Context: an optimization exercise on an open-source flow, tuned for small area and a short achievable clock period. The choices shown serve that exercise and are no tape-out recipe. No functional check of the RTL was part of any run shown here. Power figures rest on the tool's default switching activity, not on a simulated workload.

==> design/flow/design.v <==
module ALU(
    output [15:0] s,
    input [15:0] a,
    input [15:0] b,
    input inv,
    input cin,
    input ar,
    input la
    );
wire [15:0] bx = b ^ {16{inv}};
wire [15:0] p = a ^ bx;
wire [15:0] g = a & bx;
wire [15:0] g1, p1, g2, p2, g3, p3, g4;
genvar i;
generate for (i = 0; i < 16; i = i + 1) begin : pf
  if (i == 0) begin
    assign g1[i] = g[0] | p[0] & cin; assign p1[i] = 1'b0;
  end else if (i == 1) begin
    assign g1[i] = g[1] | p[1] & g1[0]; assign p1[i] = 1'b0;
  end else if (i % 2 == 1) begin
    assign g1[i] = g[i] | p[i] & g[i-1]; assign p1[i] = p[i] & p[i-1];
  end else begin
    assign g1[i] = g[i]; assign p1[i] = p[i];
  end
  if (i % 4 >= 2) begin
    assign g2[i] = g1[i] | p1[i] & g1[(i/4)*4+1]; assign p2[i] = p1[i] & p1[(i/4)*4+1];
  end else begin
    assign g2[i] = g1[i]; assign p2[i] = p1[i];
  end
  if (i % 8 >= 4) begin
    assign g3[i] = g2[i] | p2[i] & g2[(i/8)*8+3]; assign p3[i] = p2[i] & p2[(i/8)*8+3];
  end else begin
    assign g3[i] = g2[i]; assign p3[i] = p2[i];
  end
  if (i >= 8) begin
    assign g4[i] = g3[i] | p3[i] & g3[7];
  end else begin
    assign g4[i] = g3[i];
  end
end endgenerate
wire [15:0] c = {g4[14:0], cin};   
assign s = la ? g : p ^ (c & {16{ar}});
endmodule
module c_aoi222(output y, input a1, a2, b1, b2, c1, c2);
assign y = ~(a1 & a2 | b1 & b2 | c1 & c2);
endmodule
module c_aoi22(output y, input a1, a2, b1, b2);
assign y = ~(a1 & a2 | b1 & b2);
endmodule
module c_nand3(output y, input a, b, c);
assign y = ~(a & b & c);
endmodule
module c_nand4(output y, input a, b, c, d);
assign y = ~(a & b & c & d);
endmodule
module regmux8(
    output [15:0] q,
    input [7:0] sel,
    input [15:0] r0, r1, r2, r3, r4, r5, r6, r7
    );
wire [15:0] t0, t1, t2;
genvar i;
generate for (i = 0; i < 16; i = i + 1) begin : sl
  c_aoi222 u0(t0[i], sel[0], r0[i], sel[1], r1[i], sel[2], r2[i]);
  c_aoi222 u1(t1[i], sel[3], r3[i], sel[4], r4[i], sel[5], r5[i]);
  c_aoi22 u2(t2[i], sel[6], r6[i], sel[7], r7[i]);
  c_nand3 u3(q[i], t0[i], t1[i], t2[i]);
end endgenerate
endmodule
module bmux(
    output [15:0] q,
    input [7:0] sel,
    input [15:0] r0, r1, r2, r3, r4, r5, r6, r7,
    input [15:0] k,
    input [15:0] x,
    input two_n
    );
wire [15:0] t0, t1, t2;
genvar i;
generate for (i = 0; i < 16; i = i + 1) begin : sl
  c_aoi222 u0(t0[i], sel[0], r0[i], sel[1], r1[i], sel[2], r2[i]);
  c_aoi222 u1(t1[i], sel[3], r3[i], sel[4], r4[i], sel[5], r5[i]);
  c_aoi222 u2(t2[i], sel[6], r6[i], sel[7], r7[i], k[i], x[i]);
  if (i == 1) begin : two
    c_nand4 u3(q[i], t0[i], t1[i], t2[i], two_n);
  end else begin : one
    c_nand3 u3(q[i], t0[i], t1[i], t2[i]);
  end
end endgenerate
endmodule
module dbgmux(
    output [15:0] q,
    input [3:0] s,
    input [15:0] r0, r1, r2, r3, r4, r5, r6, r7, ir
    );
wire [8:0] hl, hh;
dbgdec decl_(hl, s);
dbgdec dech_(hh, s);
wire [15:0] t0, t1, t2, t3;
genvar i;
generate for (i = 0; i < 16; i = i + 1) begin : sl
  wire [8:0] h = i < 8 ? hl : hh;
  c_aoi22 u0(t0[i], h[0], r0[i], h[1], r1[i]);
  c_aoi22 u1(t1[i], h[2], r2[i], h[3], r3[i]);
  c_aoi22 u2(t2[i], h[4], r4[i], h[5], r5[i]);
  c_aoi222 u3(t3[i], h[6], r6[i], h[7], r7[i], h[8], ir[i]);
  c_nand4 u4(q[i], t0[i], t1[i], t2[i], t3[i]);
end endgenerate
endmodule
module dbgdec(
    output [8:0] h,
    input [3:0] s
    );
assign h[0] = s == 4'd0;
assign h[1] = s == 4'd1;
assign h[2] = s == 4'd2;
assign h[3] = s == 4'd3;
assign h[4] = s == 4'd4;
assign h[5] = s == 4'd5;
assign h[6] = s == 4'd6;
assign h[7] = s == 4'd7;
assign h[8] = s == 4'd8;
endmodule
module arm16_core(
    input clk,
    input rst,
    output [15:0] mem_addr,
    input [15:0] mem_rdata,
    input [3:0] dbg_sel,
    output [15:0] dbg,
    output exec
    );
reg ex;
reg [15:0] ir;
reg [15:0] r0, r1, r2, r3, r4, r5, r6, r7;
reg [7:0] asel;             
reg [7:0] bsel;             
reg bk_lo, bk_mid, bk_hi;   
reg inv, cin, ar, la;       
assign exec = ex;
assign mem_addr = r7;
wire [15:0] m = mem_rdata;
wire m_b = m[15:13] == 3'b110;
wire m_alui = m[15:14] == 2'b10;
wire m_a7 = m_b | (m[15:11] == 5'b11100 & m[7:4] == 4'b1111);
wire [2:0] m_asel = m_a7 ? 3'd7 : m[10:8];
wire m_breg = m[15:13] == 3'b111 & m[12:11] != 2'b00;
wire m_bk8 = m[15:14] != 2'b11;
wire m_bk4 = m[15:11] == 5'b11100;
wire [2:0] m_op = m_alui ? m[13:11] : m_b ? 3'd4 : m[6:4];
wire m_anone = m_op == 3'd0 | m_op == 3'd2;   
wire fetch_next = rst | ex;   
always @(posedge clk) begin
  ex <= ~rst & ~ex;
  if (fetch_next) begin
    asel <= 8'h80;            
    bsel <= 8'h00;
    bk_lo <= 1'b0;
    bk_mid <= 1'b0;
    bk_hi <= 1'b0;
    inv <= 1'b0;
    cin <= 1'b0;
    ar <= 1'b1;
    la <= 1'b0;
  end else begin
    asel <= m_anone ? 8'h00 : 8'h01 << m_asel;
    bsel <= m_breg ? 8'h01 << m[2:0] : 8'h00;
    bk_lo <= m_bk8 | m_b | m_bk4;
    bk_mid <= m_bk8 | m_b;
    bk_hi <= m_b;
    inv <= m_op == 3'd2 | m_op == 3'd6 | m_op == 3'd7;
    cin <= m_op == 3'd6;
    ar <= m_op[2];
    la <= m_op == 3'd1;
  end
end
wire [15:0] a;
regmux8 amux_(a, asel, r0, r1, r2, r3, r4, r5, r6, r7);
wire [15:0] b;
bmux bmux_(b, bsel, r0, r1, r2, r3, r4, r5, r6, r7,
  {{8{bk_hi}}, {4{bk_mid}}, {4{bk_lo}}}, {{8{ir[8]}}, ir[7:0]}, ex);
wire [15:0] y;
ALU alu_(y, a, b, inv, cin, ar, la);
wire [15:0] wd = rst ? 16'h0 : y;
wire [2:0] dst = ir[15:14] == 2'b10 ? ir[10:8] : 3'd7;
wire we = ex & ~rst;
always @(posedge clk) begin
  if (rst | ~ex) ir <= rst ? 16'h0 : mem_rdata;
  if (rst | we & dst == 3'd0) r0 <= wd;
  if (rst | we & dst == 3'd1) r1 <= wd;
  if (rst | we & dst == 3'd2) r2 <= wd;
  if (rst | we & dst == 3'd3) r3 <= wd;
  if (rst | we & dst == 3'd4) r4 <= wd;
  if (rst | we & dst == 3'd5) r5 <= wd;
  if (rst | we & dst == 3'd6) r6 <= wd;
  if (rst | ~ex | we & dst == 3'd7) r7 <= wd;
end
dbgmux dbg_(dbg, dbg_sel, r0, r1, r2, r3, r4, r5, r6, r7, ir);
endmodule
==> design/flow/flow/run.sh <==
#!/bin/bash
# Own layout flow: the standard flow (standard synthesis, ORFS steps), with
#  - port buffers of the smallest buffer cell (every port still gets one),
#  - CTS without dummy clock loads.
# Each ORFS step writes its own log under orfs/logs/; make's output goes to make_finish.log.
set -euo pipefail
cd "$(dirname "$0")/.."
export BUFFER_PORTS_ARGS="-buffer_cell sky130_fd_sc_hd__buf_1"
export CTS_ARGS="-sink_clustering_enable -repair_clock_nets -buf_list sky130_fd_sc_hd__clkbuf_8 -dont_use_dummy_load"
bash standard.sh finish > make_finish.log 2>&1
==> design/flow/standard.sh <==
#!/bin/bash
# synth_recipe.tcl (not shown) runs the flow's synth.tcl, then flattens the netlist and writes it again
# the make line also repeats each setting of config.mk as NAME=value (left out here)
make -C /OpenROAD-flow-scripts/flow DESIGN_CONFIG=/design/flow/config.mk WORK_HOME=/design/flow/orfs CLKGATE_MAP_FILE= SYNTH_SCRIPT=/design/flow/synth_recipe.tcl "${@:-finish}"
==> design/flow/config.mk <==
export PLATFORM = sky130hd
export DESIGN_NAME = arm16_core
export DESIGN_NICKNAME = arm16_core
export VERILOG_FILES = /design/flow/design.v
export SDC_FILE = /design/flow/constraint.sdc
export NUM_CORES = 4
export LEC_CHECK = 0
export CAP_MARGIN = 20
export CORE_MARGIN = 2
export CORE_UTILIZATION = 40
export CTS_BUF_LIST = sky130_fd_sc_hd__clkbuf_8
export SETUP_SLACK_MARGIN = 3.6
export SLEW_MARGIN = 20
export SYNTH_HIERARCHICAL = 1
==> design/flow/constraint.sdc <==
create_clock -name core_clock -period 8.5 [get_ports {clk}]
set_input_delay 1.7000 -clock core_clock [delete_from_list [all_inputs] [get_ports {clk}]]
set_output_delay 1.7000 -clock core_clock [all_outputs]
set_load 0.01 [all_outputs]
==> results of run 1 <==
==> metrics by stage <==
step	worst slack (ns)	power (uW)	area [sq um]	hold slack (ns)
after floorplan	3.95	1400	8740	0.741
after global placement	3.12	1530	9450	0.894
after detailed placement	3.04	1550	9450	0.898
after CTS	3.62	1970	9760	0.898
after global routing	3.61	2050	9780	0.968
final	3.68	1980	9780	0.898
==> per-module statistics from Yosys, one instance, submodules excluded, excerpt <==
module	cells inside	area, sq um
c_nand3	1	5.00
arm16_core	280	5480
ALU	137	1010
c_aoi222	1	10.0
dbgdec	9	90.1
c_aoi22	1	12.5
==> sequential cells by signal, summed over array words and instances (netlist names), 8 cells and up <==
name,cells
ir,16
r0,16
r1,16
r2,16
r3,16
r4,16
r5,16
r6,16
r7,16
asel,8
bsel,8
==> area by class of cell <==
type,instances,area [sq um],area share [%]
clock buffer,17,234,2.39
inverter,7,26.3,0.269
multi-input combinational,453,3920,40.1
sequential,168,4800,49.1
tap,275,344,3.52
timing repair buffer,79,443,4.53
==> layer usage <==
layer	vias up	track usage [%]	routed length [um]
met5	-	0	0
met4	0	13.0	1130
met3	108	7.47	4310
met2	623	39.5	13400
met1	3500	36.4	11700
li1	3004	-	-
==> critical path, delay by kind of cell <==
kind / cells / cell delay [ns]
AO/OA/AOI/OAI: 1 / 0.39
buffers and inverters: 3 / 0.70
AND/OR/NAND/NOR: 2 / 0.31
==> path summary, 6_finish.rpt <==
kind,start,to,slack [ns]
max,dbg_sel[1],dbg[7],3.68
min,ex$_DFF_P_,bk_mid$_SDFF_PN0_,0.90
max reg2reg,bsel[2]$_SDFF_PP0_,r6[10]$_DFFE_PP_,4.21
min reg2reg,ex$_DFF_P_,bk_mid$_SDFF_PN0_,0.90
==> power by group through the flow <==
stage | logic, uW | clock network (uW) | registers [uW]
detailed placement | 360 | 0 | 1190
CTS | 365 | 437 | 1170
global placement | 352 | 0 | 1180
global route | 400 | 464 | 1180
finish | 371 | 434 | 1170
floorplan | 233 | 0 | 1160
==> timing repair <==
item,in CTS,in global routing
hold endpoints to repair,0,0
pin swaps,1,0
buffers inserted,3,0
setup endpoints to repair,16,15
resized for setup,10,5
==> kinds of logic (layout without fill, tap and decap cells) <==
logic type,count (synthesis),after routing
AO/OA/AOI/OAI,222,222
XOR/XNOR,30,30
adder cells (fa/ha/maj),16,16
buffers and inverters,22,103
flip-flops,168,168
AND/OR/NAND/NOR,185,185
==> placed cells by master (no fill, tap or decap), types with 3 or more instances in the layout <==
master	synthesis	final
edfxtp_1	144	144
a222oi_1	96	96
a22oi_2	67	67
buf_1	4	49
nand3_1	38	38
nor2b_1	34	34
nand2_1	33	32
xor2_1	25	25
dfxtp_1	24	24
buf_4	0	21
nand4_1	18	18
nor2_1	17	17
clkbuf_8	0	17
ha_1	16	16
o21ai_1	10	10
nor3_1	8	8
inv_1	7	7
a21oi_1	7	7
o21ai_0	7	7
xnor2_1	5	5
nand3b_1	4	4
a22o_1	4	4
a21o_1	4	4
nor4b_2	0	4
and4bb_2	6	4
a31o_2	3	3
o31ai_4	0	3
nor4b_1	9	3
nor4_1	5	3
buf_12	0	3
==> summary.md, run 1 <==
| Metric | Value |
|---|---|
| Sw Ratio | `between 30 and 40%` |
| Clk latency of the worst-skew pair | `about 0.46 ns` |
| Number of top-level pins | `55` |
| Port-buffer cells | `54` |
| Final worst-path cycle share | `56.7%` |
| Seq cells post-synth | `around 170` |
| Ys Warns | `7` |
| Final net count | `around 760` |
| Core ar. | `21200 sq um` |
| P_sw | `approximately 600 uW` |
| Synthesized area per cell | `about 14 sq um` |
| Arrival time worst endpoint | `3.12 ns` |
| Area Overhead vs Synth | `12.5%` |
| Max FO, Critical Path | `18` |
| Crit-path slowest cell | `a222oi_1` |
| Least-Margin Pin Slew | `approximately 1.1 ns` |
| Die area | `~23000 sq um` |
| Max_cap viols | `0` |
| Post-synth top area share | `about half` |
| Cell Count, Final, Fillers Out | `roughly 1000` |
| Antenna-violating nets left | `0` |
| Global route overflow | `0` |
| Crit path time final | `about 4.8 ns` |
| Startpoint type of the worst setup path | `input port` |
| Initial Util | `between 40% and 50%` |
| Largest net degree at the start of global routing | `40` |
| Gr usage total | `between 20% and 30%` |
| Final setup TNS | `0 ns` |
| Slew HR | `roughly 26%` |
| CTS root buffer | `clkbuf_8` |
| Ys flop type | `edfxtp_1` |
| DR pass1 iterations | `12` |
| Worst path max stage delay | `between 0.3 and 0.4 ns` |
| CTS buffer count | `17` |
| CTS Sinks | `around 170` |
| DIE HEIGHT | `roughly 150 um` |
| Vias/cell | `approximately 7.2` |
| Cell-internal power | `about 1400 uW` |
| Placed instance count | `978` |
| Pwr Density | `~200 nW/um^2` |
| Site row count | `53` |
| Clk network pwr share | `21.9%` |
| Cell taking the most area after synthesis | `edfxtp_1` |
| Post-layout util | `46.2%` |
| Post-Syn Area | `about 8700 sq um` |
| Status | `timing/DRC/antenna clean` |
| Clock buffer depth | `2` |
| GPL Wtd Cong | `0.904` |
| WL per Instance | `~31 um` |
| DIE WIDTH | `roughly 150 um` |
| Initial antenna violation count | `0` |
| Reg2reg path depth | `11` |
| DRT iter0 DRCs | `1781` |
| Most frequent cell after synthesis | `edfxtp_1` |
| Post-Synth XOR/XNOR Area | `3.02%` |
| Post-synthesis compound-gate area fraction | `between 20% and 30%` |
| Clk slew on worst S/H paths | `~0.080 ns` |
| Pins Over Slew Limit | `0` |
| Hold buffers post-CTS | `0` |
| Async SR Flop Fraction | `0%` |
| Synth Area in Adders | `between 2 and 2.5%` |
| Worst Path Required | `6.80 ns` |
| Post-synth EDFFs | `144` |
| Leakage power | `~0.0033 uW` |
| Crit end category | `output pin` |
| Setup Viol. Count Final | `0` |
| Post-Syn Instances | `643` |
| DR vias | `approximately 7200` |
| WL final | `30500 um` |
| Number of global-route vias before repair | `7054` |
| H-tree depth | `4` |
| Final Skew | `~0.029 ns` |
| CP Class | `in2out` |
| Combinational fraction of design power | `a little under a fifth` |
| DP HPWL | `~19000 um` |
| Unrepaired setup endpoints after global routing | `false` |
| Final hold violation count | `0` |
| VDD IR-drop max | `around 100 uV` |
| Hold Crit Class | `reg2reg` |
| Netlist cell types | `54` |
| Min-Delay Path Depth | `2` |
| Seq/Total Area, Yosys | `55.3%` |
| Critical-path cell list | `buf_2, nor4b_1, buf_4, a222oi_1, nand4_1, buf_1` |
| Commonest cells post-synth | `144 x edfxtp_1, 96 x a222oi_1, 67 x a22oi_2` |
| Simple-Gate Fraction of Synth Area | `roughly 12%` |
| Fmax | `between 200 and 250 MHz` |
| TritonCTS clock tree | `done` |
| Reg power frac | `59.3%` |
| First-pass GRT wire length | `between 40000 and 50000 um` |
| Largest family of logic cells by synthesized area | `compound AO/OA/AOI/OAI gates` |
| Filler cells | `roughly 1800` |
| Antenna cells | `0` |
| DRC viols | `0` |
| Top cells by area, synth | `edfxtp_1 50%, a222oi_1 11%, a22oi_2 9.6%, dfxtp_1 5.5%, xor2_1 2.5%` |
| Share of cells above drive strength 1 | `roughly 20%` |
| Syn nets | `681` |
| Mux share of post-synthesis cell area | `0%` |
==> inputs of run 2 (changes only) <==
--- a/design/flow/design.v
+++ b/design/flow/design.v
@@ -93,19 +93,9 @@
     input [3:0] s,
     input [15:0] r0, r1, r2, r3, r4, r5, r6, r7, ir
     );
-wire [8:0] hl, hh;
-dbgdec decl_(hl, s);
-dbgdec dech_(hh, s);
-wire [15:0] t0, t1, t2, t3;
-genvar i;
-generate for (i = 0; i < 16; i = i + 1) begin : sl
-  wire [8:0] h = i < 8 ? hl : hh;
-  c_aoi22 u0(t0[i], h[0], r0[i], h[1], r1[i]);
-  c_aoi22 u1(t1[i], h[2], r2[i], h[3], r3[i]);
-  c_aoi22 u2(t2[i], h[4], r4[i], h[5], r5[i]);
-  c_aoi222 u3(t3[i], h[6], r6[i], h[7], r7[i], h[8], ir[i]);
-  c_nand4 u4(q[i], t0[i], t1[i], t2[i], t3[i]);
-end endgenerate
+wire [8:0] h;
+dbgdec dec_(h, s);
+dbgsel sel_(q, h, r0, r1, r2, r3, r4, r5, r6, r7, ir);
 endmodule
 module dbgdec(
     output [8:0] h,
@@ -120,6 +110,16 @@
 assign h[6] = s == 4'd6;
 assign h[7] = s == 4'd7;
 assign h[8] = s == 4'd8;
+endmodule
+module dbgsel(
+    output [15:0] q,
+    input [8:0] h,
+    input [15:0] r0, r1, r2, r3, r4, r5, r6, r7, ir
+    );
+assign q =
+  {16{h[0]}} & r0 | {16{h[1]}} & r1 | {16{h[2]}} & r2 | {16{h[3]}} & r3 |
+  {16{h[4]}} & r4 | {16{h[5]}} & r5 | {16{h[6]}} & r6 | {16{h[7]}} & r7 |
+  {16{h[8]}} & ir;
 endmodule
 module arm16_core(
     input clk,
--- a/design/flow/config.mk
+++ b/design/flow/config.mk
@@ -9,6 +9,6 @@
 export CORE_MARGIN = 2
 export CORE_UTILIZATION = 40
 export CTS_BUF_LIST = sky130_fd_sc_hd__clkbuf_8
-export SETUP_SLACK_MARGIN = 3.6
+export SETUP_SLACK_MARGIN = 4.3
 export SLEW_MARGIN = 20
 export SYNTH_HIERARCHICAL = 1
==> summary.md, run 2 <==
| Metric | Value |
|---|---|
| Clock buffer depth | `2` |
| DR vias | `7372` |
| TritonCTS clock tree | `done` |
| Slew HR | `23.3%` |
| Startpoint type of the worst setup path | `input port` |
| Initial antenna violation count | `0` |
| Pins Over Slew Limit | `0` |
| Final hold violation count | `0` |
| Top cells by area, synth | `edfxtp_1 51%, a222oi_1 11%, dfxtp_1 5.6%, nand3_1 3.3%, a22oi_2 2.4%` |
| Area Overhead vs Synth | `17.5%` |
| H-tree depth | `4` |
| Post-layout util | `47.7%` |
| Setup Viol. Count Final | `0` |
| Synthesized area per cell | `about 13 sq um` |
| Max FO, Critical Path | `16` |
| Antenna cells | `0` |
| Commonest non-fill, non-tap cell in the layout | `edfxtp_1` |
| Post-Syn Area | `roughly 8500 sq um` |
| CTS buffer count | `17` |
| Cell Count, Final, Fillers Out | `between 1000 and 1500` |
| WL final | `32000 um` |
| First-pass GRT wire length | `45800 um` |
| Share of cells above drive strength 1 | `20.6%` |
| Crit end category | `output pin` |
| CTS root buffer | `clkbuf_8` |
| Port-buffer cells | `54` |
| Antenna-violating nets left | `0` |
| Design Power | `~2000 uW` |
| Gr usage total | `28.4%` |
| Number of top-level pins | `55` |
| CTS Sinks | `around 170` |
| Ys flop type | `edfxtp_1` |
| Max_cap viols | `0` |
| Placed instance count | `965` |
| Core ar. | `21000 sq um` |
| Netlist cell types | `56` |
| Commonest non-fill, non-tap cells in the layout | `144 x edfxtp_1, 96 x a222oi_1, 56 x nand3_1` |
| VDD IR-drop max | `between 90 and 100 uV` |
| DRT iter0 DRCs | `1775` |
| Commonest cells post-synth | `144 x edfxtp_1, 96 x a222oi_1, 56 x nand3_1` |
| Final Skew | `0.0213 ns` |
| Async SR Flop Fraction | `0%` |
| Worst Path Required | `roughly 6.8 ns` |
| CP Class | `in2out` |
| Die area | `between 20000 and 25000 sq um` |
| Final worst-path cycle share | `~55%` |
| Crit path time final | `roughly 4.7 ns` |
| Seq cells post-synth | `168` |
| Most frequent cell after synthesis | `edfxtp_1` |
| Site row count | `53` |
| Seq/Total Area, Yosys | `a little under three fifths` |
| Initial Util | `40.6%` |
| Post-synth EDFFs | `144` |
| Ys Warns | `7` |
| Post-Syn Instances | `649` |
| DRC viols | `0` |
| DIE HEIGHT | `between 100 and 150 um` |
| DIE WIDTH | `roughly 150 um` |
| DR pass1 iterations | `10` |
| Final setup TNS | `0 ns` |
| Hold Crit Class | `reg2reg` |
| DP HPWL | `between 15000 and 20000 um` |
| WL per Instance | `~32 um` |
| Status | `timing/DRC/antenna clean` |
| Hold buffers post-CTS | `0` |
| Clk latency of the worst-skew pair | `around 0.46 ns` |
| Leakage power | `around 0.0036 uW` |
| Syn nets | `approximately 690` |
| Global route overflow | `0` |
| Largest net degree at the start of global routing | `40` |
| Cell taking the most area after synthesis | `edfxtp_1` |
| Fmax | `roughly 210 MHz` |
| Clk slew on worst S/H paths | `about 0.08 ns` |
| Post-synth top area share | `between 50% and 60%` |
| Least-Margin Pin Slew | `between 1 and 1.5 ns` |
| Pwr Density | `approximately 200 nW/um^2` |
| Number of global-route vias before repair | `7108` |
| Final net count | `between 700 and 800` |
| Unrepaired setup endpoints after global routing | `true` |
| Vias/cell | `7.32` |
| Arrival time worst endpoint | `2.96 ns` |
| GPL Wtd Cong | `approximately 0.90` |
## run 2: changes by cell type in the layout (fill, tap and decap cells not counted), sizes merged, moves of 5 or more
cell    previous run  this run
xor2              25        18
o21ai             17        22
nand4             18         3
a22o               4        19
nand3             38        56
a221oi             1        19
xnor2              5        13
buf               76        85
a22oi             69        33
## run 2: critical path, stage by stage
cell       delay (ns)
clkbuf_16        0.13
buf_4            0.14
nor4b_4          0.24
buf_6            0.30
a222oi_1         0.16
nand3_1          0.14
buf_2            0.14
## run 2: modules after synthesis, one instance, submodules excluded, a selection
module	cell area, sq um	cells	flops+latches
arm16_core	5480	280	168
ALU	977	139	0
dbgsel	801	93	0
dbgdec	90.1	9	0
c_aoi22	12.5	1	0
c_aoi222	10.0	1	0
c_nand4	6.26	1	0
c_nand3	5.00	1	0
## run 2: path summary, 6_finish.rpt
kind | from | depth (start not counted) | slack, ns | to
worst max-delay path | dbg_sel[3] | 7 | 3.84 | dbg[4]
worst min-delay path | ex$_DFF_P_ | 2 | 0.89 | bk_lo$_SDFF_PN0_
worst max register to register | bsel[4]$_SDFF_PP0_ | 11 | 4.45 | r1[12]$_DFFE_PP_
worst min register to register | ex$_DFF_P_ | 2 | 0.89 | bk_lo$_SDFF_PN0_
## run 2: cells by family after synthesis
kind of cell             synth area share (%)
AO/OA/AOI/OAI                            24.4
AND/OR/NAND/NOR                          11.4
flip-flops                               56.5
buffers and inverters                    2.06
XOR/XNOR                                 3.19
adder cells (fa/ha/maj)                  2.35
multiplexers                            0.132
## run 2: timing repair
item | 4_1_cts | 5_1_grt
gates cloned | 5 | 3
gates resized for setup | 54 | 20
setup buffers | 15 | 2
setup endpoints to repair | 33 | 88
pin swaps | 12 | 13
## run 2: through the flow
| stage | setup slack (ns) | hold slack [ns] | instance area, sq um |
|---|---|---|---|
| floorplan | 4.16 | 0.741 | 8610 |
| global placement | 3.37 | 0.874 | 9140 |
| detailed placement | 3.31 | 0.865 | 9170 |
| CTS | 3.88 | 0.876 | 9830 |
| global route | 3.81 | 0.919 | 9990 |
| finish | 3.84 | 0.894 | 9990 |
## run 2: routing by layer
metal  vias to the layer above  global-route usage, %  share of wire [%]
met3                       162                   7.87                 15
li1                       2996                      -                  -
met2                       705                   41.2                 42
met4                         0                   13.2                5.0
met1                      3509                   39.3                 38
met5                         -                      0                  0
## run 2: area by class of cell
cell class,instances,area [sq um]
Timing Repair Buffer,90,808
Multi-Input combinational cell,448,3760
Fill cell,1880,11000
Sequential cell,168,4810
Tap cell,275,344
Inverter,9,33.8
Clock buffer,17,234
## run 2: where the power goes
part           switching, uW  internal, uW  leakage (uW)
clock                    253           177      0.000122
combinational            229           158       0.00174
sequential               128          1050       0.00171
total                    609          1390       0.00358
==> inputs of run 3 (changes only) <==
--- a/design/flow/config.mk
+++ b/design/flow/config.mk
@@ -9,6 +9,6 @@
 export CORE_MARGIN = 2
 export CORE_UTILIZATION = 40
 export CTS_BUF_LIST = sky130_fd_sc_hd__clkbuf_8
-export SETUP_SLACK_MARGIN = 4.3
+export SETUP_SLACK_MARGIN = 3.6
 export SLEW_MARGIN = 20
 export SYNTH_HIERARCHICAL = 1
==> summary.md, run 3 <==
| Metric | Value |
|---|---|
| Hold Crit Class | `reg2reg` |
| Final net count | `between 700 and 800` |
| WL per Instance | `between 30 and 40 um` |
| First-pass GRT wire length | `roughly 43000 um` |
| Unrepaired setup endpoints after global routing | `false` |
| Site row count | `53` |
| Critical Path Source | `dbg_sel[0]` |
| WL final | `29800 um` |
| Vias/cell | `between 7 and 8` |
| Final setup TNS | `0 ns` |
| Global route overflow | `0` |
| Number of top-level pins | `55` |
| Placed instance count | `965` |
| CTS buffer count | `17` |
| Arrival time worst endpoint | `3.15 ns` |
| DRC viols | `0` |
| Largest net degree at the start of global routing | `40` |
| GPL Wtd Cong | `roughly 0.9` |
| Antenna cells | `0` |
| Crit end category | `output pin` |
| Number of global-route vias before repair | `between 6000 and 7000` |
| Pins Over Slew Limit | `0` |
| Pwr Density | `roughly 210 nW/um^2` |
| Syn nets | `687` |
| Slew HR | `22.1%` |
| Clk latency of the worst-skew pair | `0.48 ns` |
| DIE WIDTH | `between 100 and 150 um` |
| Final Skew | `around 0.031 ns` |
| Commonest cells post-synth | `144 x edfxtp_1, 96 x a222oi_1, 56 x nand3_1` |
| Seq/Total Area, Yosys | `a little under three fifths` |
| Design Power | `approximately 2000 uW` |
| Gr usage total | `26.5%` |
| Post-Syn Instances | `around 650` |
| DR vias | `between 7000 and 8000` |
| Least-Margin Pin Slew | `roughly 1.2 ns` |
| RR Startpoint | `bsel[0]$_SDFF_PP0_` |
| Initial antenna violation count | `0` |
| Worst path max stage delay | `0.36 ns` |
| Share of cells above drive strength 1 | `approximately 13%` |
| Commonest non-fill, non-tap cells in the layout | `144 x edfxtp_1, 96 x a222oi_1, 56 x nand3_1` |
| Port-buffer cells | `between 50 and 60` |
| Synthesized area per cell | `~13 sq um` |
| Setup Viol. Count Final | `0` |
| Die area | `around 22000 sq um` |
| Worst min-delay path startpoint | `ex$_DFF_P_` |
| Dpl cell area | `around 9100 sq um` |
| DRT iter0 DRCs | `1728` |
| Crit-path slowest cell | `buf_4` |
| DR pass1 iterations | `10` |
| Post-CTS Setup Bufs | `0` |
| Max FO, Critical Path | `16` |
| Cell taking the most area after synthesis | `edfxtp_1` |
| Clk slew on worst S/H paths | `0.10 ns` |
| Top cells by area, synth | `edfxtp_1 51%, a222oi_1 11%, dfxtp_1 5.6%, nand3_1 3.3%, a22oi_2 2.4%` |
| Startpoint type of the worst setup path | `input port` |
| Leakage power | `0.00321 uW` |
| Post-Syn Area | `approximately 8500 sq um` |
| Area Overhead vs Synth | `9.69%` |
| Max_cap viols | `0` |
| Async SR Flop Fraction | `0%` |
| Ys Warns | `7` |
| Hold buffers post-CTS | `0` |
| Final worst-path cycle share | `approximately 57%` |
| Filler cells | `around 1900` |
| H-tree depth | `4` |
| Crit path time final | `slightly below 5 ns` |
| Seq cells post-synth | `between 150 and 200` |
| Initial Util | `roughly two fifths` |
| Post-synth EDFFs | `about 140` |
| Post-synth top area share | `slightly above 50%` |
| Critical-path cell list | `clkbuf_2, nor4_2, buf_4, a22o_1, a221oi_2, nand3_1, buf_1` |
| Most frequent cell after synthesis | `edfxtp_1` |
| Cell Count, Final, Fillers Out | `roughly 980` |
| Clock buffer depth | `2` |
| Netlist cell types | `56` |
| Final hold violation count | `0` |
| VDD IR-drop max | `between 80 and 90 uV` |
| CTS root buffer | `clkbuf_8` |
| Status | `timing/DRC/antenna clean` |
| CP Class | `in2out` |
| DP HPWL | `between 15000 and 20000 um` |
| Antenna-violating nets left | `0` |
| DIE HEIGHT | `roughly 150 um` |
| Worst Path Required | `around 6.8 ns` |
| Commonest non-fill, non-tap cell in the layout | `edfxtp_1` |
| Ys flop type | `edfxtp_1` |
| TritonCTS clock tree | `done` |
| CTS Sinks | `about 170` |
| Post-layout util | `roughly 45%` |
| Fmax | `206 MHz` |
| Core ar. | `21000 sq um` |
| Post-route cell area | `roughly 9300 sq um` |
==> run 3: cell count changes in the layout (fill, tap and decap cells not counted), sizes merged <==
cell    previous run  this run
and4bb             4         3
bufbuf             1         0
buf               85        61
clkbuf            21        22
==> run 3: final timing paths <==
| path | end | slack, ns | cells after the start |
|---|---|---|---|
| worst min-delay path | inv$_SDFF_PN0_ | 0.94 | 2 |
| worst max-delay path | dbg[6] | 3.65 | 7 |
| worst max register to register | r1[15]$_DFFE_PP_ | 4.08 | 11 |
| worst min register to register | inv$_SDFF_PN0_ | 0.94 | 2 |
==> run 3: per-layer routing <==
metal / vias up / share of wire [%] / track usage [%]
met5: - / 0 / 0
met4: 0 / 5.5 / 13.5
met3: 136 / 14 / 7.74
met2: 662 / 43 / 39.1
met1: 3417 / 37 / 35.5
li1: 2930 / - / -
==> run 3: kinds of logic (layout without fill, tap and decap cells) <==
kind of cell	Yosys count	in the layout	synth area share (%)
fa+ha+maj	16	16	2.35
simple gates	179	179	11.4
compound gates	220	220	24.4
xor+xnor	31	31	3.19
buf+inv	34	92	2.06
mux	1	1	0.132
flops	168	168	56.5
==> run 3: layout make-up <==
class / instances / area, sq um / area share, %
Inverter: 9 / 33.8 / 0.362
Tap cell: 275 / 344 / 3.69
Clock buffer: 17 / 234 / 2.51
Timing Repair Buffer: 66 / 299 / 3.20
Sequential cell: 168 / 4800 / 51.5
Multi-Input combinational cell: 447 / 3620 / 38.8
==> run 3: modules after synthesis, one instance, submodules excluded, a selection <==
module,cells inside,flops+latches,area [sq um]
c_aoi22,1,0,12.5
ALU,139,0,977
c_nand3,1,0,5.00
dbgsel,93,0,801
c_nand4,1,0,6.26
arm16_core,280,168,5480
c_aoi222,1,0,10.0
==> run 3: where the power goes <==
part / internal, uW / switching [uW] / leakage, uW
Sequential: 1050 / 123 / 0.00171
Clock: 177 / 254 / 0.000122
Combinational: 135 / 218 / 0.00138
Total: 1370 / 595 / 0.00321
==> run 3: what timing repair did <==
action                                  CTS  global route
resized for setup                         4             4
endpoints found under the setup margin   16            15
endpoints found under the hold margin     0             0
==> run 3: metrics by stage <==
stage / hold slack [ns] / setup WS, ns
4_1_cts: 0.890 / 3.60
5_1_grt: 0.986 / 3.60
3_3_place_gp: 0.890 / 3.52
6_report: 0.945 / 3.65
3_5_place_dp: 0.877 / 3.48
2_1_floorplan: 0.741 / 3.81
==> run 3: worst max-delay path: cells and delay by family <==
kind	cells	cell delay, ns
AND/OR/NAND/NOR	2	0.46
buffers and inverters	3	0.70
AO/OA/AOI/OAI	2	0.28
==> inputs of run 4 (changes only) <==
==> design/flow/run.sh (new file) <==
#!/bin/bash
# synth_recipe.tcl (not shown) runs the flow's synth.tcl, then flattens the netlist and writes it again
# the make line also repeats each setting of config.mk as NAME=value (left out here)
make -C /OpenROAD-flow-scripts/flow DESIGN_CONFIG=/design/flow/config.mk WORK_HOME=/design/flow/orfs CLKGATE_MAP_FILE= SYNTH_SCRIPT=/design/flow/synth_recipe.tcl finish
--- a/design/flow/config.mk
+++ b/design/flow/config.mk
@@ -9,6 +9,6 @@
 export CORE_MARGIN = 2
 export CORE_UTILIZATION = 40
 export CTS_BUF_LIST = sky130_fd_sc_hd__clkbuf_8
-export SETUP_SLACK_MARGIN = 3.6
+export SETUP_SLACK_MARGIN = 4.3
 export SLEW_MARGIN = 20
 export SYNTH_HIERARCHICAL = 1
removed: design/flow/flow/run.sh
removed: design/flow/standard.sh
==> summary.md, run 4 <==
| Metric | Value |
|---|---|
| Arrival time worst endpoint | `3.01 ns` |
| DR vias | `between 7000 and 8000` |
| Worst Path Required | `between 6 and 7 ns` |
| Least-Margin Pin Slew | `between 1 and 1.5 ns` |
| Async SR Flop Fraction | `0%` |
| Clk slew on worst S/H paths | `0.10 ns` |
| H-tree depth | `4` |
| Gr usage total | `28.7%` |
| Final setup TNS | `0 ns` |
| WL per Instance | `30.7 um` |
| Antenna cells | `0` |
| Final worst-path cycle share | `55.4%` |
| Leakage power | `a little under 0.004 uW` |
| Largest family of logic cells by synthesized area | `compound AO/OA/AOI/OAI gates` |
| Top cells by area, synth | `edfxtp_1 51%, a222oi_1 11%, dfxtp_1 5.6%, nand3_1 3.3%, a22oi_2 2.4%` |
| R2R Setup Slk | `4.41 ns` |
| Startpoint type of the worst setup path | `input port` |
| Synthesized area per cell | `13.1 sq um` |
| DIE WIDTH | `~150 um` |
| Seq/Total Area, Yosys | `56.5%` |
| CTS root buffer | `clkbuf_8` |
| VDD IR-drop max | `between 90 and 100 uV` |
| Site row count | `53` |
| Post-synth EDFFs | `144` |
| Netlist cell types | `56` |
| Met3 Use GR | `about 8%` |
| Antenna-violating nets left | `0` |
| Seq cells post-synth | `approximately 170` |
| Reg2reg path depth | `10` |
| Unrepaired setup endpoints after global routing | `true` |
| RR Startpoint | `asel[1]$_SDFF_PP0_` |
| Number of top-level pins | `between 50 and 60` |
| Post-synth top area share | `50.8%` |
| Post-layout util | `about 50%` |
| Number of global-route vias before repair | `7284` |
| Commonest non-fill, non-tap cells in the layout | `144 x edfxtp_1, 96 x a222oi_1, 56 x nand3_1` |
| Mux share of post-synthesis cell area | `0.132%` |
| Commonest non-fill, non-tap cell in the layout | `edfxtp_1` |
| DRT iter0 DRCs | `1551` |
| DP HPWL | `around 18000 um` |
| Hold buffers post-CTS | `0` |
| TritonCTS clock tree | `done` |
| Setup Viol. Count Final | `0` |
| Initial antenna violation count | `0` |
| Critical Path Source | `dbg_sel[0]` |
| Max_cap viols | `0` |
| Share of cells above drive strength 1 | `around a quarter` |
| CP Class | `in2out` |
| Fmax | `between 200 and 250 MHz` |
| Port-buffer cells | `54` |
| Simple-Gate Fraction of Synth Area | `between 10% and 20%` |
| Final hold violation count | `0` |
| CTS Sinks | `168` |
| Syn nets | `roughly 690` |
| Crit path time final | `between 4 and 5 ns` |
| Global route overflow | `0` |
| Most frequent cell after synthesis | `edfxtp_1` |
| Max FO, Critical Path | `13` |
| Cell taking the most area after synthesis | `edfxtp_1` |
| Hold path endpoint | `bk_hi$_SDFF_PN0_` |
| DIE HEIGHT | `approximately 150 um` |
| First-pass GRT wire length | `roughly 46000 um` |
| Pins Over Slew Limit | `0` |
| WL final | `approximately 32000 um` |
| Pwr Density | `205 nW/um^2` |
| Post-Syn Instances | `649` |
| DRC viols | `0` |
| Design Power | `2160 uW` |
| Post-synthesis compound-gate area fraction | `24.4%` |
| Slew HR | `a little under a quarter` |
| Worst min-delay path startpoint | `ex$_DFF_P_` |
| Clock buffer depth | `2` |
| Post-Synth XOR/XNOR Area | `3.19%` |
| Largest net degree at the start of global routing | `40` |
| Min-Delay Path Depth | `2` |
| Vias/cell | `7.15` |
| Initial Util | `between 40% and 50%` |
| DR pass1 iterations | `10` |
| Core ar. | `roughly 21000 sq um` |
| CTS buffer count | `17` |
| GPL Wtd Cong | `a little over 0.9` |
| Area Overhead vs Synth | `23.6%` |
| Final net count | `798` |
| GR peak layer | `met2` |
| Synth Area in Adders | `between 2 and 2.5%` |
| Commonest cells post-synth | `144 x edfxtp_1, 96 x a222oi_1, 56 x nand3_1` |
| Crit end category | `output pin` |
| Ys flop type | `edfxtp_1` |
| Hold Crit Class | `reg2reg` |
| Clk latency of the worst-skew pair | `about 0.48 ns` |
| Status | `timing/DRC/antenna clean` |
| Die area | `about 22000 sq um` |
| FF-to-FF End | `r7[15]$_DFFE_PP_` |
| Post-Syn Area | `8510 sq um` |
| Ys Warns | `7` |
| Final Skew | `roughly 0.015 ns` |
| Met2 usage | `42.5%` |
| Met1 GRT Util | `about two fifths` |
## run 4: stage by stage
stage,area [sq um],setup slack (ns),cells,hold WS [ns]
floorplan,8610,4.16,649,0.741
global placement,9490,2.66,966,0.839
detailed placement,9490,2.56,966,0.841
CTS,10300,3.82,1037,0.855
global route,10500,3.74,1048,0.925
finish,10500,3.79,1048,0.895
## run 4: power breakdown
| part | internal, uW | total, uW | leakage, uW | switching (uW) |
|---|---|---|---|---|
| Combinational | 188 | 418 | 0.00195 | 230 |
| Clock | 223 | 559 | 0.000197 | 336 |
| Sequential | 1050 | 1180 | 0.00172 | 126 |
| Total | 1460 | 2160 | 0.00386 | 692 |
## run 4: worst max-delay path by stage
stage | cells after the start | endpoint
floorplan | 6 | dbg[10]
global placement | 6 | dbg[14]
detailed placement | 6 | dbg[14]
CTS | 9 | dbg[2]
global route | 8 | dbg[8]
finish | 8 | dbg[5]
## run 4: critical path, stage by stage
cell and delay, ns:
buf_12 0.11, buf_4 0.14, nor4b_4 0.29, buf_6 0.24
buf_4 0.17, a22oi_1 0.08, nand3_1 0.12, buf_2 0.14
## run 4: final cells by class
| cell class | instances | area, sq um |
|---|---|---|
| timing repair buffer | 116 | 1190 |
| inverter | 9 | 33.8 |
| clock buffer | 18 | 248 |
| multi-input combinational | 448 | 3760 |
| fill | 1829 | 10400 |
| tap | 275 | 344 |
| clock inverter | 14 | 126 |
| sequential | 168 | 4820 |
## run 4: kinds of logic (layout without fill, tap and decap cells)
family	Yosys count	in the layout
buffers and inverters	34	157
DFF	168	168
adders and majority gates	16	16
AOI/OAI and AO/OA	220	220
xor gates and xnor gates	31	31
and+or+nand+nor	179	180
muxes	1	1
## run 4: repair_timing
action,4_1_cts,5_1_grt
gates resized for setup,125,24
gates cloned,4,2
buffers inserted,35,9
endpoints found under the setup margin,32,86
pin swaps,14,14
## run 4: per-layer routing
| metal | part of all wire, % | wire length, um | vias to the layer above |
|---|---|---|---|
| li1 | - | - | 3065 |
| met1 | 38 | 12300 | 3622 |
| met2 | 43 | 13800 | 657 |
| met3 | 14 | 4450 | 152 |
| met4 | 5.0 | 1610 | 0 |
| met5 | 0 | 0 | - |
## run 4: per-module statistics from Yosys (local to each module, per instance), a selection
module | area [sq um] | cells
arm16_core | 5480 | 280
ALU | 977 | 139
dbgsel | 801 | 93
dbgdec | 90.1 | 9
c_aoi22 | 12.5 | 1
c_aoi222 | 10.0 | 1
c_nand4 | 6.26 | 1
c_nand3 | 5.00 | 1
==> inputs of run 5 (changes only) <==
--- a/design/flow/design.v
+++ b/design/flow/design.v
@@ -41,52 +41,14 @@
 wire [15:0] c = {g4[14:0], cin};   
 assign s = la ? g : p ^ (c & {16{ar}});
 endmodule
-module c_aoi222(output y, input a1, a2, b1, b2, c1, c2);
-assign y = ~(a1 & a2 | b1 & b2 | c1 & c2);
-endmodule
-module c_aoi22(output y, input a1, a2, b1, b2);
-assign y = ~(a1 & a2 | b1 & b2);
-endmodule
-module c_nand3(output y, input a, b, c);
-assign y = ~(a & b & c);
-endmodule
-module c_nand4(output y, input a, b, c, d);
-assign y = ~(a & b & c & d);
-endmodule
 module regmux8(
     output [15:0] q,
     input [7:0] sel,
     input [15:0] r0, r1, r2, r3, r4, r5, r6, r7
     );
-wire [15:0] t0, t1, t2;
-genvar i;
-generate for (i = 0; i < 16; i = i + 1) begin : sl
-  c_aoi222 u0(t0[i], sel[0], r0[i], sel[1], r1[i], sel[2], r2[i]);
-  c_aoi222 u1(t1[i], sel[3], r3[i], sel[4], r4[i], sel[5], r5[i]);
-  c_aoi22 u2(t2[i], sel[6], r6[i], sel[7], r7[i]);
-  c_nand3 u3(q[i], t0[i], t1[i], t2[i]);
-end endgenerate
-endmodule
-module bmux(
-    output [15:0] q,
-    input [7:0] sel,
-    input [15:0] r0, r1, r2, r3, r4, r5, r6, r7,
-    input [15:0] k,
-    input [15:0] x,
-    input two_n
-    );
-wire [15:0] t0, t1, t2;
-genvar i;
-generate for (i = 0; i < 16; i = i + 1) begin : sl
-  c_aoi222 u0(t0[i], sel[0], r0[i], sel[1], r1[i], sel[2], r2[i]);
-  c_aoi222 u1(t1[i], sel[3], r3[i], sel[4], r4[i], sel[5], r5[i]);
-  c_aoi222 u2(t2[i], sel[6], r6[i], sel[7], r7[i], k[i], x[i]);
-  if (i == 1) begin : two
-    c_nand4 u3(q[i], t0[i], t1[i], t2[i], two_n);
-  end else begin : one
-    c_nand3 u3(q[i], t0[i], t1[i], t2[i]);
-  end
-end endgenerate
+assign q =
+  {16{sel[0]}} & r0 | {16{sel[1]}} & r1 | {16{sel[2]}} & r2 | {16{sel[3]}} & r3 |
+  {16{sel[4]}} & r4 | {16{sel[5]}} & r5 | {16{sel[6]}} & r6 | {16{sel[7]}} & r7;
 endmodule
 module dbgmux(
     output [15:0] q,
@@ -174,11 +136,11 @@
     la <= m_op == 3'd1;
   end
 end
-wire [15:0] a;
+wire [15:0] a, rb;
 regmux8 amux_(a, asel, r0, r1, r2, r3, r4, r5, r6, r7);
-wire [15:0] b;
-bmux bmux_(b, bsel, r0, r1, r2, r3, r4, r5, r6, r7,
-  {{8{bk_hi}}, {4{bk_mid}}, {4{bk_lo}}}, {{8{ir[8]}}, ir[7:0]}, ex);
+regmux8 bmux_(rb, bsel, r0, r1, r2, r3, r4, r5, r6, r7);
+wire [15:0] imm = {{7{bk_hi & ir[8]}}, bk_hi & ir[8], {4{bk_mid}} & ir[7:4], {4{bk_lo}} & ir[3:0]};
+wire [15:0] b = rb | imm | {14'd0, ~ex, 1'b0};
 wire [15:0] y;
 ALU alu_(y, a, b, inv, cin, ar, la);
 wire [15:0] wd = rst ? 16'h0 : y;
--- a/design/flow/config.mk
+++ b/design/flow/config.mk
@@ -8,7 +8,7 @@
 export CAP_MARGIN = 20
 export CORE_MARGIN = 2
 export CORE_UTILIZATION = 40
-export CTS_BUF_LIST = sky130_fd_sc_hd__clkbuf_8
-export SETUP_SLACK_MARGIN = 4.3
+export CTS_BUF_LIST = sky130_fd_sc_hd__clkbuf_4 sky130_fd_sc_hd__clkbuf_8
+export SETUP_SLACK_MARGIN = 4
 export SLEW_MARGIN = 20
 export SYNTH_HIERARCHICAL = 1
==> summary.md, run 5 <==
| Metric | Value |
|---|---|
| CP top delay family | `buffers and inverters` |
| H-tree depth | `4` |
| GPL Wtd Cong | `approximately 0.93` |
| Sw Ratio | `approximately a third` |
| P_sw | `~690 uW` |
| RR Startpoint | `bsel[2]$_SDFF_PP0_` |
| WL final | `~32000 um` |
| Initial antenna violation count | `0` |
| DR pass1 iterations | `9` |
| Number of global-route vias before repair | `roughly 7500` |
| Simple-Gate Fraction of Synth Area | `a little under an eighth` |
| Instance count on the critical path | `10` |
| Synthesized area per cell | `12.3 sq um` |
| Worst Path Required | `6.80 ns` |
| Commonest non-fill, non-tap cells in the layout | `144 x edfxtp_1, 139 x a22oi_1, 37 x nand2_1` |
| Syn nets | `around 770` |
| Final hold violation count | `0` |
| Seq cells post-synth | `168` |
| Top cells by area, synth | `edfxtp_1 48%, a22oi_1 12%, dfxtp_1 5.3%, buf_6 4.2%, nand4_1 2.4%` |
| Final worst-path cycle share | `55.8%` |
| Commonest non-fill, non-tap cell in the layout | `edfxtp_1` |
| Ys Warns | `7` |
| Worst path max stage delay | `around 0.24 ns` |
| DRC viols | `0` |
| TritonCTS clock tree | `done` |
| Vias/cell | `just under 7` |
| Hold buffers post-CTS | `0` |
| Die area | `between 20000 and 25000 sq um` |
| Combinational fraction of design power | `between 10% and 20%` |
| Clock buffer depth | `2` |
| Post-synth EDFFs | `around 140` |
| Port-buffer cells | `54` |
| Largest net degree at the start of global routing | `40` |
| Hold path endpoint | `inv$_SDFF_PN0_` |
| First-pass GRT wire length | `between 40000 and 50000 um` |
| Reg2reg path depth | `12` |
| Slew HR | `approximately 28%` |
| R2R Setup Slk | `approximately 4.3 ns` |
| Status | `timing/DRC/antenna clean` |
| DIE WIDTH | `154 um` |
| Final Skew | `0.0198 ns` |
| Crit-path slowest cell | `a22o_4` |
| Buffer and inverter count on the worst path | `6` |
| Synth Area in Adders | `between 2 and 2.5%` |
| CP Class | `in2out` |
| Startpoint type of the worst setup path | `input port` |
| CTS root buffer | `clkbuf_8` |
| Pwr Density | `slightly above 200 nW/um^2` |
| Post-layout util | `around 49%` |
| Reg power frac | `54.0%` |
| Clk slew on worst S/H paths | `around 0.1 ns` |
| FF-to-FF End | `r2[15]$_DFFE_PP_` |
| Crit end category | `output pin` |
| Hold Crit Class | `reg2reg` |
| Cell Count, Final, Fillers Out | `1108` |
| Initial Util | `around two fifths` |
| Final net count | `around 850` |
| Unrepaired setup endpoints after global routing | `true` |
| DP HPWL | `between 15000 and 20000 um` |
| Async SR Flop Fraction | `0%` |
| Site row count | `54` |
| Arrival time worst endpoint | `about 3 ns` |
| Core ar. | `22000 sq um` |
| Worst hold slack | `about 0.94 ns` |
| Post-Syn Area | `9010 sq um` |
| DIE HEIGHT | `between 150 and 200 um` |
| Mux share of post-synthesis cell area | `less than 1%` |
| DRT iter0 DRCs | `between 1000 and 1500` |
| Design Power | `2170 uW` |
| VDD IR-drop max | `around 100 uV` |
| Crit path time final | `4.74 ns` |
| Max FO, Critical Path | `6` |
| Worst min-delay path startpoint | `ex$_DFF_P_` |
| Area Overhead vs Synth | `18.7%` |
| Post-Synth XOR/XNOR Area | `under 10%` |
| Placed instance count | `~1000` |
| CTS buffer count | `17` |
| Least-Margin Pin Slew | `about 1.1 ns` |
| Cell taking the most area after synthesis | `edfxtp_1` |
| Largest family of logic cells by synthesized area | `compound AO/OA/AOI/OAI gates` |
| Gr usage total | `between 20% and 30%` |
| Fmax | `211 MHz` |
| Antenna-violating nets left | `0` |
| Leakage power | `0.00393 uW` |
| Setup Viol. Count Final | `0` |
| DR vias | `about 7700` |
| WL per Instance | `about 29 um` |
| Ys flop type | `edfxtp_1` |
| Max_cap viols | `0` |
| Post-synthesis compound-gate area fraction | `a little under a quarter` |
| Post-synth top area share | `48.0%` |
| Number of top-level pins | `55` |
| Filler cells | `between 1500 and 2000` |
| Seq/Total Area, Yosys | `between 50% and 60%` |
| Netlist cell types | `56` |
| CTS Sinks | `~170` |
| Cell-internal power | `~1500 uW` |
| Commonest cells post-synth | `144 x edfxtp_1, 139 x a22oi_1, 38 x nand2_1` |
| Final setup TNS | `0 ns` |
| Global route overflow | `0` |
| Pins Over Slew Limit | `0` |
| Antenna cells | `0` |
| Critical-path cell list | `buf_12, nor4_4, buf_4, buf_6, buf_4, buf_6, a22o_4, a221oi_2, nand3_1, buf_2` |
| Clk latency of the worst-skew pair | `approximately 0.48 ns` |
| Most frequent cell after synthesis | `edfxtp_1` |
| Min-Delay Path Depth | `2` |
| Post-Syn Instances | `733` |
| Clk network pwr share | `26.9%` |
| Share of cells above drive strength 1 | `20.8%` |
==> run 5: changes by cell type in the layout (fill, tap and decap cells not counted), moves of 4 or more <==
cell / delta
nand4_1: +32
buf_16: +4
a21o_1: +7
nand3_1: -32
a22oi_1: +123
nand2b_1: +8
dfxtp_1: +8
dfxtp_2: -8
a222oi_1: -80
a22oi_2: -11
==> run 5: final cells by class <==
cell class | instances | area [sq um] | area share [%]
Sequential cell | 168 | 4810 | 45.0
Clock buffer | 17 | 234 | 2.19
Inverter | 9 | 33.8 | 0.316
Tap cell | 280 | 350 | 3.28
Multi-Input combinational cell | 501 | 3860 | 36.1
Timing Repair Buffer | 118 | 1230 | 11.5
Clock inverter | 15 | 176 | 1.65
==> run 5: timing repair <==
action / CTS / global route
buffers inserted: 33 / 3
pin swaps: 32 / 11
cloned: 7 / 0
endpoints found under the setup margin: 16 / 29
resized for setup: 133 / 11
==> run 5: routing by layer <==
layer,GRT usage (%),up-vias,routed length [um],share of wire (%)
met5,0,-,0,0
met1,34.6,3601,11800,37
met3,8.62,197,4350,14
li1,-,3169,-,-
met4,14.4,0,1850,5.7
met2,41.0,690,14100,44
==> run 5: cells by family after synthesis <==
kind of cell	count (synthesis)
AOI/OAI and AO/OA	261
xor gates and xnor gates	31
adders and majority gates	16
buffers and inverters	66
DFF	168
muxes	1
and+or+nand+nor	190
==> run 5: per-stage QoR <==
step	area [sq um]	setup WS, ns
final	10700	3.76
after global routing	10700	3.72
after CTS	10600	3.76
after detailed placement	9630	2.81
after global placement	9630	2.86
after floorplan	9020	4.07
==> run 5: power groups by stage <==
stage	combinational, uW	sequential [uW]	clock (uW)
3_5_place_dp	389	1180	0
3_3_place_gp	382	1170	0
4_1_cts	404	1160	589
6_report	415	1170	585
5_1_grt	443	1190	622
2_1_floorplan	234	1150	0
==> run 5: worst max-delay path by stage <==
stage,endpoint,startpoint
after floorplan,dbg[11],dbg_sel[1]
after global placement,dbg[15],dbg_sel[3]
after detailed placement,dbg[14],dbg_sel[2]
after CTS,dbg[10],dbg_sel[2]
after global routing,dbg[2],dbg_sel[1]
final,dbg[2],dbg_sel[1]
==> run 5: modules after synthesis (local to each module, per instance), a selection <==
module,cell area [sq um],cells inside,flip-flops and latches
arm16_core,5600,298,168
ALU,966,141,0
dbgsel,801,93,0
regmux8,779,96,0
dbgdec,90.1,9,0
==> run 5: worst register-to-register path: cells and delay by family (launching register included) <==
kind / cells / cell delay (ns)
fa+ha+maj: 1 / 0.27
compound gates: 5 / 1.53
flops: 1 / 1.02
simple gates: 5 / 0.97
xor+xnor: 1 / 0.16
==> inputs of run 6 (changes only) <==
--- a/design/flow/config.mk
+++ b/design/flow/config.mk
@@ -8,7 +8,7 @@
 export CAP_MARGIN = 20
 export CORE_MARGIN = 2
 export CORE_UTILIZATION = 40
-export CTS_BUF_LIST = sky130_fd_sc_hd__clkbuf_4 sky130_fd_sc_hd__clkbuf_8
-export SETUP_SLACK_MARGIN = 4
+export CTS_BUF_LIST = sky130_fd_sc_hd__clkbuf_8
+export SETUP_SLACK_MARGIN = 4.3
 export SLEW_MARGIN = 20
 export SYNTH_HIERARCHICAL = 1
==> summary.md, run 6 <==
| Metric | Value |
|---|---|
| CTS buffer count | `17` |
| Ys Warns | `7` |
| Status | `timing/DRC/antenna clean` |
| Commonest non-fill, non-tap cells in the layout | `144 x edfxtp_1, 133 x a22oi_1, 38 x nand2_1` |
| WL final | `32600 um` |
| Final Skew | `~0.014 ns` |
| Post-synth EDFFs | `between 100 and 150` |
| R2R Setup Slk | `around 4.6 ns` |
| DP Worst Slack | `2.37 ns` |
| Hold path endpoint | `bk_lo$_SDFF_PN0_` |
| Least-Margin Pin Slew | `about 1.1 ns` |
| Final setup TNS | `0 ns` |
| Die area | `approximately 24000 sq um` |
| Pins Over Slew Limit | `0` |
| DRC viols | `0` |
| Seq cells post-synth | `about 170` |
| Worst Path Required | `roughly 6.8 ns` |
| Core ar. | `between 20000 and 25000 sq um` |
| Final worst setup slack | `~3.9 ns` |
| Worst hold slack | `approximately 0.9 ns` |
| Setup Viol. Count Final | `0` |
| Number of global-route vias before repair | `roughly 7400` |
| Hold Crit Class | `reg2reg` |
| Reg2reg path depth | `10` |
| Min-Delay Path Depth | `2` |
| Number of top-level pins | `55` |
| Post-synth top area share | `48.0%` |
| Design Power | `2180 uW` |
| Antenna cells | `0` |
| VDD IR-drop max | `roughly 93 uV` |
| Vias/cell | `6.87` |
| Fmax | `216 MHz` |
| Leakage power | `0.00393 uW` |
| CP Class | `in2out` |
| Cell taking the most area after synthesis | `edfxtp_1` |
| Syn nets | `771` |
| First-pass GRT wire length | `between 40000 and 50000 um` |
| Largest net degree at the start of global routing | `40` |
| Top cells by area, synth | `edfxtp_1 48%, a22oi_1 12%, dfxtp_1 5.3%, buf_6 4.2%, nand4_1 2.4%` |
| FF-to-FF End | `r2[15]$_DFFE_PP_` |
| Startpoint type of the worst setup path | `input port` |
| Arrival time worst endpoint | `between 2 and 3 ns` |
| Clk latency of the worst-skew pair | `0.48 ns` |
| Commonest cells post-synth | `144 x edfxtp_1, 139 x a22oi_1, 38 x nand2_1` |
| Synthesized area per cell | `roughly 12 sq um` |
| DR vias | `roughly 7500` |
| DR pass1 iterations | `8` |
| DIE WIDTH | `154 um` |
| Gr usage total | `between 20% and 30%` |
| Port-buffer cells | `54` |
| WL per Instance | `roughly 30 um` |
| Worst path max stage delay | `about 0.29 ns` |
| Seq/Total Area, Yosys | `53.3%` |
| CTS Sinks | `approximately 170` |
| Filler cells | `1883` |
| Clk slew on worst S/H paths | `~0.090 ns` |
| Clock buffer depth | `2` |
| Worst min-delay path startpoint | `ex$_DFF_P_` |
| Async SR Flop Fraction | `0%` |
| Antenna-violating nets left | `0` |
| TritonCTS clock tree | `done` |
| Crit-path slowest cell | `a221oi_4` |
| GPL Wtd Cong | `approximately 0.87` |
| Initial Util | `41.0%` |
| Max_cap viols | `0` |
| Unrepaired setup endpoints after global routing | `true` |
| Netlist cell types | `56` |
| Max FO, Critical Path | `5` |
| Ys flop type | `edfxtp_1` |
| Slew HR | `between 20% and 30%` |
| Crit end category | `output pin` |
| Final hold violation count | `0` |
| Final net count | `around 840` |
| Global route overflow | `0` |
| Critical-path cell list | `buf_12, and4bb_4, buf_12, buf_8, a221oi_4, nand3_2, buf_6` |
| CTS root buffer | `clkbuf_8` |
| Post-Syn Area | `approximately 9000 sq um` |
| Pwr Density | `a little over 200 nW/um^2` |
| Area Overhead vs Synth | `18.9%` |
| DIE HEIGHT | `about 150 um` |
| DP HPWL | `18700 um` |
| Commonest non-fill, non-tap cell in the layout | `edfxtp_1` |
| H-tree depth | `4` |
| RR Startpoint | `asel[2]$_SDFF_PP0_` |
| Post-Syn Instances | `about 730` |
| Crit path time final | `4.62 ns` |
| DRT iter0 DRCs | `about 1200` |
| Top cell by count, worst path | `buf_12` |
| Site row count | `between 50 and 60` |
| Most frequent cell after synthesis | `edfxtp_1` |
| Final worst-path cycle share | `54.4%` |
| Share of cells above drive strength 1 | `about a fifth` |
| Initial antenna violation count | `0` |
## run 6: changes by cell type in the layout (fill, tap and decap cells not counted), moves of 5 or more
cell	previous run	this run
dfxtp_1	21	16
a22oi_2	6	12
dfxtp_2	3	8
inv_8	6	0
a22oi_1	139	133
buf_4	33	27
## run 6: cells by family (layout without fill, tap and decap cells)
family | Yosys count | in the layout | share of synthesized area, %
compound gates | 261 | 261 | 23.4
simple gates | 190 | 191 | 11.9
flops | 168 | 168 | 53.3
buf+inv | 66 | 149 | 6.04
xor+xnor | 31 | 31 | 3.01
fa+ha+maj | 16 | 16 | 2.22
mux | 1 | 1 | 0.125
## run 6: stage by stage
step / cell area, sq um / utilization (%) / instances
finish: 10700 / 48.8 / 1097
global route: 10700 / 48.8 / 1097
CTS: 10600 / 48.4 / 1096
detailed placement: 9670 / 44.0 / 1027
global placement: 9650 / 43.9 / 1025
floorplan: 9110 / - / 733
## run 6: cell type report
type	instances	area, sq um	area share, %
Clock buffer	18	248	2.31
Clock inverter	14	143	1.33
Inverter	9	33.8	0.315
Multi-Input combinational cell	500	3950	36.9
Sequential cell	168	4810	44.9
Tap cell	280	350	3.27
Timing Repair Buffer	108	1170	11.0
## run 6: worst max-delay path by stage
stage	startpoint	end	slack, ns	depth (start not counted)
final	dbg_sel[2]	dbg[6]	3.88	7
after global routing	dbg_sel[1]	dbg[6]	3.84	6
after CTS	dbg_sel[1]	dbg[6]	3.87	7
after detailed placement	dbg_sel[3]	dbg[13]	2.37	6
after global placement	dbg_sel[3]	dbg[5]	2.41	6
after floorplan	dbg_sel[1]	dbg[10]	4.16	6
## run 6: where the power goes
group          switching (uW)  internal, uW  total (uW)
Combinational             230           184         414
Sequential                125          1050        1180
Clock                     314           271         586
Total                     669          1510        2180
## run 6: repair_timing
action	CTS	global route
endpoints found under the setup margin	16	96
setup buffers	27	1
hold buffers	0	0
resized for setup	142	22
cloned	10	0
pin swaps	27	13
## run 6: metal layers
layer  wire (um)  global-route usage, %
met1       12500                   35.4
met2       14600                   42.7
met3        4000                   7.84
met4        1520                   12.9
met5           0                      0
## run 6: per-module statistics from Yosys (local to each module, per instance), a selection
module,times used,cells
ALU,1,141
arm16_core,1,298
dbgdec,1,9
dbgsel,1,93
regmux8,2,96
## run 6: critical path, delay by kind of cell
family	cells	cell delay (ns)
buf+inv	4	0.54
simple gates	2	0.39
compound gates	1	0.29

-- re-timing with driven ports --
The flow's constraints put no driver on any port. The routed layouts listed below were extracted and timed again, unchanged, in two steps.
Step 1: set_driving_cell puts a clkbuf_16 on clk and a buf_2 on each other input, an assumption about the parent block.
Step 2 also shifts input and output timing later by t, the mid clock arrival at the registers, as if the neighbouring blocks saw the same clock.
Three values: ideal ports, drivers, drivers and shift; two values: the first two.
run	t, ns	slack for setup (ns)	hold slack, ns	clock arrival spread, ns	worst data-port slew with drivers (ns)
run 1	0.486	3.684 / 3.657 / 3.657	0.898 / 0.898 / 0.898	0.029 / 0.029	0.03
run 2	0.489	3.835 / 3.758 / 3.758	0.894 / 0.894 / 0.894	0.022 / 0.021	0.14
run 3	0.500	3.655 / 3.631 / 3.631	0.945 / 0.945 / 0.945	0.031 / 0.031	0.03
run 4	0.518	3.793 / 3.693 / 3.693	0.895 / 0.895 / 0.895	0.015 / 0.015	0.12
run 5	0.515	3.755 / 3.602 / 3.602	0.936 / 0.936 / 0.936	0.020 / 0.020	0.16
run 6	0.516	3.877 / 3.737 / 3.737	0.908 / 0.908 / 0.908	0.014 / 0.015	0.14
After both steps every run listed still meets setup and hold. For run 5, which loses most, drivers alone change the setup slack by -0.153 ns; drivers and shift together by -0.153 ns.
